Context: an optimization exercise on an open-source flow, tuned for small area and a short achievable clock period. The choices shown serve that exercise and are no tape-out recipe. In this exercise RTL edits were held to simulation tests only and were not proved equivalent to the original.

==> flow/design.v, too long to show whole: its modules and the start of the top module <==
// module SRGL: 4951 lines
// module srgl_fa: 4 lines
// module srgl_nor: 3 lines
// module srgl_ha: 4 lines
module SRGL(
    input wire clk,
    input wire reset,
    input wire mov,
    input wire signed [31:0] mpu_valor,
    input wire [7:0] letra_base,
    input wire mpu_valid,
    output reg ready,
    output reg [7:0] letra_final
);
  // ...
==> flow/run.sh <==
#!/bin/bash
# synth_recipe.tcl (not shown) runs the flow's synth.tcl, then flattens the netlist and writes it again
# the make line also repeats each setting of config.mk as NAME=value (left out here)
make -C /OpenROAD-flow-scripts/flow DESIGN_CONFIG=/design/flow/config.mk WORK_HOME=/design/flow/orfs CLKGATE_MAP_FILE= SYNTH_SCRIPT=/design/flow/synth_recipe.tcl finish
==> flow/config.mk <==
export PLATFORM = sky130hd
export DESIGN_NAME = SRGL
export DESIGN_NICKNAME = SRGL
export VERILOG_FILES = /design/flow/design.v
export SDC_FILE = /design/flow/constraint.sdc
export NUM_CORES = 4
export LEC_CHECK = 0
export ABC_AREA = 1
export CAP_MARGIN = 20
export CORE_MARGIN = 2
export CORE_UTILIZATION = 65
export CTS_CLUSTER_DIAMETER = 80
export CTS_CLUSTER_SIZE = 30
export SLEW_MARGIN = 20
export SYNTH_HIERARCHICAL = 1
export SYNTH_MINIMUM_KEEP_SIZE = 0
==> flow/constraint.sdc <==
create_clock -name core_clock -period 90.0 [get_ports {clk}]
set_input_delay 18.0000 -clock core_clock [delete_from_list [all_inputs] [get_ports {clk}]]
set_output_delay 18.0000 -clock core_clock [all_outputs]
set_load 0.01 [all_outputs]
==> key figures, run 1 <==
Outcome
  • Outcome: timing/DRC/antenna clean

Drt
  • WL per Instance: 26.6 um

Layout
  • Multi-input combinational cell area: 29300 um2
  • Final core utilization: 0.705
  • Final-stage net count: 4428
  • Layout cell share with drive strength beyond 1: 0.0589
  • Clk_buf instances: 40
  • Filler cells: 4482
  • Seq_cells: 470
  • Storage cell area: 14000 um2

Place
  • Setup WS pre-CTS: 56.83 ns

GRT
  • Met2 Resource Use GR: 0.542
  • Overflow after GRT: 0

Clock tree
  • CTS tree: built
  • Postcts setup bufs: 0
  • # H-tree levels: 2

Yosys
  • Synth top area share: 0.493
  • Synth Flop Type: edfxtp_1
  • Post-synth EDFFs: 455
  • Post-synthesis sequential area ratio: 0.318

Min path
  • Hold Crit Start: sr0[0]

Job
  • Max-cap viol count: 0

Critical path
  • Critical Path RT: 90.52 ns
==> inputs of run 2 (changes only) <==
--- a/flow/config.mk
+++ b/flow/config.mk
@@ -7,6 +7,6 @@
 export LEC_CHECK = 0
-export ABC_AREA = 1
+export ABC_AREA = 0
 export CAP_MARGIN = 20
 export CORE_MARGIN = 2
-export CORE_UTILIZATION = 65
+export CORE_UTILIZATION = 80
 export CTS_CLUSTER_DIAMETER = 80
==> key figures, run 2 <==
Outcome
  • Outcome: timing/DRC/antenna clean (unchanged)

Clock tree
  • Postcts setup bufs: 0 (unchanged)
  • # H-tree levels: 2 (unchanged)
  • Post_cts resized: 0 (unchanged)
  • Clock sink count: 470 (unchanged)
  • Worst-path clk slew: 0.09 ns (about the same)
  • Clk buf depth: 3 (unchanged)
  • CTS tree: built (unchanged)
  • Root buf cell: clkbuf_16 (unchanged)
  • Clk Latency, worst-skew pair: 0.61 ns (was 0.60 ns)
  • Hold_buf cts: 0 (unchanged)
  • Total clock buffers created by CTS: 37 (was 36)

Drt
  • Drt drc: 0 (unchanged)
  • Vias: 24500 (was 23400)
  • Met2 wire length: 51900 um (was 52300 um)
  • DRT iter0 DRCs: 2521 (was 1709)
  • Met1 wire length: 38100 um (was 41000 um)
  • Wire length on met3: 10700 um (was 6790 um)
  • Drt total wl: 109000 um (was 106000 um)
  • Drt pass-1 iters: 6 (was 5)
  • WL per Instance: 29.5 um (was 26.6 um)
  • Highest Signal Layer: met4 (unchanged)
  • Remaining antenna violation count: 0 (unchanged)
  • Via density: 6.63 (was 5.91)

GRT
  • Initial antenna violation count: 0 (unchanged)
  • Overflow after GRT: 0 (unchanged)
  • Largest net degree at the start of global routing: 163 (was 183)
  • Total track usage: 0.420 (was 0.331)
  • First-pass GRT wire length: 170000 um (was 167000 um)
  • Vias in the first global route: 28700 (was 27600)

Critical path
  • Reg2Reg Depth: 66 (was 74)
  • Arrival time at the worst endpoint: 33.15 ns (was 33.11 ns)
  • Reg2reg setup slack: 66.04 ns (was 67.34 ns)
  • Critical setup path kind: input pin to flop (unchanged)
  • Crit Reg-Reg Endpoint: letra_final[2] (was letra_final[1])
  • Critical Path Max Stage Delay: 0.81 ns (was 0.59 ns)
  • CP Max Fanout: 29 (was 15)
  • Critical Path RT: 90.53 ns (was 90.52 ns)
  • R2R Path Start: acc[20] (unchanged)
  • Critical-path top delay cell: xnor2_2 (was inv_1)
  • Element type at the critical path end: flop (unchanged)
  • CP dominant cell by count: fa_1 (unchanged)
  • CP Launch Type: input pin (unchanged)

STA
  • Final period util: 0.362 (about the same)
  • Final setup viols: 0 (unchanged)
  • Fmax: 30.7 MHz (about the same)
  • Final TNS setup: 0 ns (unchanged)
  • Rel. slew slack: 0.274 (was 0.285)
  • Worst Clk Skew: 0.0294 ns (was 0.0391 ns)
  • Worst-margin pin slew: 1.08 ns (was 1.07 ns)
  • Final Hold Vio Count: 0 (unchanged)
  • RSZ-0062 raised after global routing: false (unchanged)
  • Tmin final: 32.62 ns (was 32.58 ns)
  • Max Slew Vio Count: 0 (unchanged)

Layout
  • Layout area overhead: 6.94% (was 7.37%)
  • Filler cells: 2413 (was 4482)
  • Diode count: 0 (unchanged)
  • Cell area after layout: 47200 um2 (was 47400 um2)
  • Layout cell share with drive strength beyond 1: 0.0572 (was 0.0589)
  • Most flop-heavy register: acc (unchanged)
  • Max reg flops: 21 (unchanged)
  • Most common cell after layout, fill and taps aside: fa_1 (unchanged)
  • Final core utilization: 0.861 (was 0.705)
  • Most frequent cells in the layout: 1089 x fa_1, 460 x nor2_1, 455 x edfxtp_1, 228 x ha_1, 218 x inv_1 (was 1089 x fa_1, 469 x nor2_1, 455 x edfxtp_1, 284 x inv_1, 228 x ha_1)
  • Final-stage net count: 4328 (was 4428)

Floorplanning
  • Die span in y: 239 um (was 265 um)
  • IO Pins: 53 (unchanged)
  • Starting Density: 0.805 (was 0.657)
  • Die area: 57000 um2 (was 70100 um2)
  • FP Rows: 86 (was 95)
  • Area of the core: 54800 um2 (was 67300 um2)
  • Die Width: 239 um (was 265 um)

Min path
  • Hold Crit Depth: 0 (unchanged)
  • Hold Crit Start: sr22[0] (was sr0[0])
  • HP Class: flop to flop (unchanged)
  • Hold Path End: sr23[0] (was sr1[0])

Yosys
  • Yosys warning total: 7 (unchanged)
  • Top-count cell post-synth: fa_1 (unchanged)
  • Synth top cells by count: 1089 x fa_1, 462 x nor2_1, 455 x edfxtp_1 (was 1089 x fa_1, 474 x nor2_1, 455 x edfxtp_1)
  • Synth area leader: fa_1 (unchanged)
  • Synth top area share: 0.494 (was 0.493)
  • Ranking of synthesized cells by area: fa_1 49%, edfxtp_1 31%, ha_1 6.5% (unchanged)
  • Netlist cell types: 65 (was 46)
  • Syn Inst Count: 2854 (was 2951)
  • Post-synth EDFFs: 455 (unchanged)
  • Synthesized area per cell: 15.5 um2 (was 15.0 um2)
  • Post-synthesis cell area: 44100 um2 (was 44200 um2)
  • Post-synth ARST share: 0.0319 (unchanged)
  • Syn_nets: 4217 (was 4314)
  • Synth Register Bits: 470 (unchanged)
  • Synth Flop Type: edfxtp_1 (unchanged)
  • Post-synthesis sequential area ratio: 0.318 (about the same)

Place
  • IO buf count: 36 (unchanged)
  • GPL Wtd Cong: 0.915 (was 0.912)
  • Placed Area: 45900 um2 (was 46200 um2)
  • Detailed Place HPWL: 86800 um (was 88600 um)

Job
  • Max-cap viol count: 0 (unchanged)
## run 2: how the worst max path moves through the flow
stage	slack (ns)	start	cells after the start	to
floorplan	55.58	letra_base[3]	38	letra_final[2]
global placement	57.25	letra_base[2]	41	letra_final[2]
detailed placement	56.94	letra_base[2]	41	letra_final[2]
CTS	57.53	letra_base[2]	39	letra_final[2]
global route	56.82	letra_base[2]	40	letra_final[2]
finish	57.38	letra_base[2]	41	letra_final[2]
## run 2: cell families after synthesis
logic type / share of synthesized area
other: 0.0000850
muxes: 0.00167
xor gates and xnor gates: 0.0299
adders and majority gates: 0.559
and+or+nand+nor: 0.0565
AOI/OAI and AO/OA: 0.0136
DFF: 0.318
buffers and inverters: 0.0203
## run 2: modules after synthesis, one instance, submodules excluded
module | cells | cell area, um2 | times used
SRGL | 1254 | 19700 | 1
srgl_ha | 1 | 12.5 | 108
srgl_fa | 1 | 20.0 | 1072
srgl_nor | 1 | 3.75 | 420
## run 2: per-layer routing
layer  vias to the layer above  GRT usage
met4                         0      0.251
met3                       379     0.0943
met2                      1582      0.648
li1                       9506          -
met5                         -          0
met1                     13000      0.565
## run 2: layout make-up
class / instances / area, um2 / share of cell area
Clock buffer: 39 / 933 / 0.0198
Clock inverter: 26 / 328 / 0.00695
Inverter: 223 / 850 / 0.0180
Multi-Input combinational cell: 2148 / 29400 / 0.623
Sequential cell: 470 / 14000 / 0.298
Tap cell: 704 / 881 / 0.0187
Timing Repair Buffer: 85 / 736 / 0.0156
## run 2: per-stage QoR
| stage | setup WS [ns] | instances | hold slack, ns |
|---|---|---|---|
| after floorplan | 55.58 | 2854 | 0.386 |
| after CTS | 57.53 | 3695 | 0.466 |
| after global routing | 56.82 | 3695 | 0.482 |
| after detailed placement | 56.94 | 3630 | 0.443 |
| after global placement | 57.25 | 3630 | 0.453 |
| final | 57.38 | 3695 | 0.470 |
## run 2: critical path: cells and delay by family
kind | cells | cell delay [ns]
and+or+nand+nor | 8 | 1.87
xor gates and xnor gates | 2 | 0.99
AOI/OAI and AO/OA | 2 | 0.63
adders and majority gates | 22 | 9.49
muxes | 1 | 0.36
buffers and inverters | 6 | 1.75
==> inputs of run 3 (changes only) <==
--- a/flow/config.mk
+++ b/flow/config.mk
@@ -10,3 +10,3 @@
 export CORE_MARGIN = 2
-export CORE_UTILIZATION = 80
+export CORE_UTILIZATION = 65
 export CTS_CLUSTER_DIAMETER = 80
==> key figures, run 3 <==
Outcome
  • Outcome: timing/DRC/antenna clean (unchanged)

GRT
  • Vias in the first global route: 26700 (was 28700)
  • Largest net degree at the start of global routing: 117 (was 163)
  • Overflow after GRT: 0 (unchanged)
  • Initial antenna violation count: 1 (was 0)
  • Total track usage: 0.329 (was 0.420)
  • First-pass GRT wire length: 166000 um (was 170000 um)

STA
  • Tmin final: 32.54 ns (was 32.62 ns)
  • Worst Clk Skew: 0.0324 ns (was 0.0294 ns)
  • Final TNS setup: 0 ns (unchanged)
  • Rel. slew slack: 0.291 (was 0.274)
  • Final Hold Vio Count: 0 (unchanged)
  • Final period util: 0.362 (about the same)
  • Fmax: 30.7 MHz (about the same)
  • Max Slew Vio Count: 0 (unchanged)
  • Final setup margin: 57.46 ns (was 57.38 ns)
  • RSZ-0062 raised after global routing: false (unchanged)
  • Worst-margin pin slew: 1.06 ns (was 1.08 ns)
  • Final setup viols: 0 (unchanged)

Yosys
  • XOR/XNOR Fraction of Synth Area: 0.0299 (unchanged)
  • Complex-gate fraction of the synthesized area: 0.0136 (unchanged)
  • Post-synth ARST share: 0.0319 (unchanged)
  • Ranking of synthesized cells by area: fa_1 49%, edfxtp_1 31%, ha_1 6.5% (unchanged)
  • Main combinational cell family by area after synthesis: adder cells (unchanged)
  • Synth top cells by count: 1089 x fa_1, 462 x nor2_1, 455 x edfxtp_1 (unchanged)
  • Mux cell area share after synthesis: 0.00167 (unchanged)
  • Synth area leader: fa_1 (unchanged)
  • Post-Synth Simple-Gate Area: 0.0565 (unchanged)
  • Post-synthesis cell area: 44100 um2 (unchanged)
  • Syn_nets: 4217 (unchanged)
  • Synth Register Bits: 470 (unchanged)
  • Netlist cell types: 65 (unchanged)
  • Synthesized area per cell: 15.5 um2 (unchanged)
  • Synth Flop Type: edfxtp_1 (unchanged)
  • Post-synthesis sequential area ratio: 0.318 (unchanged)
  • Synth top area share: 0.494 (unchanged)
  • Adder-cell share of the synthesized area: 0.559 (unchanged)
  • Syn Inst Count: 2854 (unchanged)
  • Post-synth EDFFs: 455 (unchanged)
  • Top-count cell post-synth: fa_1 (unchanged)
  • Yosys warning total: 7 (unchanged)

Place
  • Detailed Place HPWL: 87600 um (was 86800 um)
  • IO buf count: 36 (unchanged)
  • Placed Area: 46100 um2 (was 45900 um2)
  • Setup WS pre-CTS: 56.85 ns (was 56.94 ns)
  • GPL Wtd Cong: 0.907 (was 0.915)

Min path
  • HP Class: flop to flop (unchanged)

Drt
  • Drt total wl: 105000 um (was 109000 um)
  • Drt pass-1 iters: 5 (was 6)
  • Via density: 5.90 (was 6.63)
  • Remaining antenna violation count: 0 (unchanged)
  • WL per Instance: 27.2 um (was 29.5 um)
  • DRT iter0 DRCs: 1872 (was 2521)
  • Drt drc: 0 (unchanged)
  • Vias: 22900 (was 24500)

Layout
  • Most common cell after layout, fill and taps aside: fa_1 (unchanged)
  • Final-stage net count: 4336 (was 4328)
  • Layout area overhead: 7.61% (was 6.94%)
  • Most frequent cells in the layout: 1089 x fa_1, 460 x nor2_1, 455 x edfxtp_1, 228 x ha_1, 218 x inv_1 (unchanged)
  • Most flop-heavy register: acc (unchanged)
  • Final core utilization: 0.707 (was 0.861)
  • Layout cell share with drive strength beyond 1: 0.0594 (was 0.0572)
  • Max reg flops: 21 (unchanged)
  • Cell area after layout: 47500 um2 (was 47200 um2)

Critical path
  • Element type at the critical path end: flop (unchanged)
  • Critical Path RT: 90.54 ns (was 90.53 ns)
  • Critical Path Max Stage Delay: 0.79 ns (was 0.81 ns)
  • CP Launch Type: input pin (unchanged)
  • Critical-path top delay cell: xnor2_2 (unchanged)
  • Critical setup path kind: input pin to flop (unchanged)
  • Arrival time at the worst endpoint: 33.08 ns (was 33.15 ns)
  • CP Max Fanout: 15 (was 29)
  • CP dominant cell by count: fa_1 (unchanged)

Clock tree
  • Clk buf depth: 3 (unchanged)
  • Clk Latency, worst-skew pair: 0.61 ns (about the same)
  • Total clock buffers created by CTS: 37 (unchanged)
  • Root buf cell: clkbuf_16 (unchanged)
  • # H-tree levels: 2 (unchanged)
  • Clock sink count: 470 (unchanged)
  • Post_cts resized: 0 (unchanged)
  • Hold_buf cts: 0 (unchanged)
  • Worst-path clk slew: 0.10 ns (was 0.09 ns)
  • Postcts setup bufs: 0 (unchanged)
  • CTS tree: built (unchanged)

Floorplanning
  • Die span in y: 265 um (was 239 um)
  • Die area: 70000 um2 (was 57000 um2)
  • Area of the core: 67200 um2 (was 54800 um2)
  • Starting Density: 0.657 (was 0.805)
  • IO Pins: 53 (unchanged)
  • Die Width: 265 um (was 239 um)
  • FP Rows: 95 (was 86)

Job
  • Max-cap viol count: 0 (unchanged)
==> run 3: logic make-up after synthesis <==
family | after synthesis
adders and majority gates | 1319
and+or+nand+nor | 590
muxes | 7
buffers and inverters | 236
xor gates and xnor gates | 148
AOI/OAI and AO/OA | 83
DFF | 470
other | 1
==> run 3: layer usage <==
layer,vias to the layer above,track usage,routed length (um)
met1,12400,0.468,42900
met2,775,0.529,51600
met5,-,0,0
met4,0,0.101,3740
met3,144,0.0646,7180
li1,9543,-,-
==> run 3: path summary, 6_finish.rpt <==
path / start / to / slack [ns] / depth (start not counted)
hold / removal: sr11[13] / sr12[13] / 0.45 / 0
min in group asynchronous: reset / ready / 17.73 / 2
setup reg to reg: acc[20] / letra_final[2] / 66.05 / 67
hold reg to reg: sr11[13] / sr12[13] / 0.45 / 0
max in group asynchronous: reset / write_ptr[4] / 71.87 / 2
setup / recovery: letra_base[3] / letra_final[2] / 57.46 / 39
==> run 3: through the flow <==
stage               instances  hold slack (ns)
floorplan                2854            0.386
finish                   3873            0.455
detailed placement       3807            0.449
global placement         3807            0.449
CTS                      3872            0.453
global route             3872            0.469
==> run 3: layout make-up <==
cell class,instances,area (um2)
Antenna cell,1,2.50
Tap cell,873,1090
Clock buffer,38,930
Multi-Input combinational cell,2148,29400
Sequential cell,470,14000
Clock inverter,27,384
Inverter,223,850
Timing Repair Buffer,93,796
Fill cell,4476,19700
==> run 3: worst max-delay path: cells and delay by family <==
kind	cells	cell delay, ns
AOI/OAI and AO/OA	3	0.97
xor gates and xnor gates	2	0.96
adders and majority gates	23	10.17
buffers and inverters	5	1.37
muxes	1	0.36
and+or+nand+nor	5	1.18
==> run 3: Yosys stat by module, one instance, submodules excluded <==
module / cells / area [um2] / times used
srgl_nor: 1 / 3.75 / 420
SRGL: 1254 / 19700 / 1
srgl_ha: 1 / 12.5 / 108
srgl_fa: 1 / 20.0 / 1072

## static timing again, ports no longer ideal
The flow's constraints put no driver on any port. The routed layouts listed below were extracted and timed again, unchanged, in two steps. Step 1 (the two cells are an assumption about what drives the block):
set clk [get_ports {clk}]
set_driving_cell -lib_cell sky130_fd_sc_hd__clkbuf_16 $clk
set_driving_cell -lib_cell sky130_fd_sc_hd__buf_2 [delete_from_list [all_inputs] $clk]
Step 2 also shifts input and output timing later by t, the mid clock arrival at the registers, as if the neighbouring blocks saw the same clock. Three values: ideal ports, drivers, drivers and shift; two values: the first two.
run	t (ns)	setup slack, ns	worst data-port slew with drivers (ns)	pins driven straight from the clock port
run 1	0.642	57.415 / 57.457 / 56.815	0.06	1
run 2	0.655	57.376 / 57.411 / 56.756	0.08	1
run 3	0.659	57.461 / 57.505 / 56.846	0.08	1
After both steps every run listed still meets setup and hold. For run 2, which loses most, drivers alone change the setup slack by +0.035 ns; drivers and shift together by -0.620 ns.
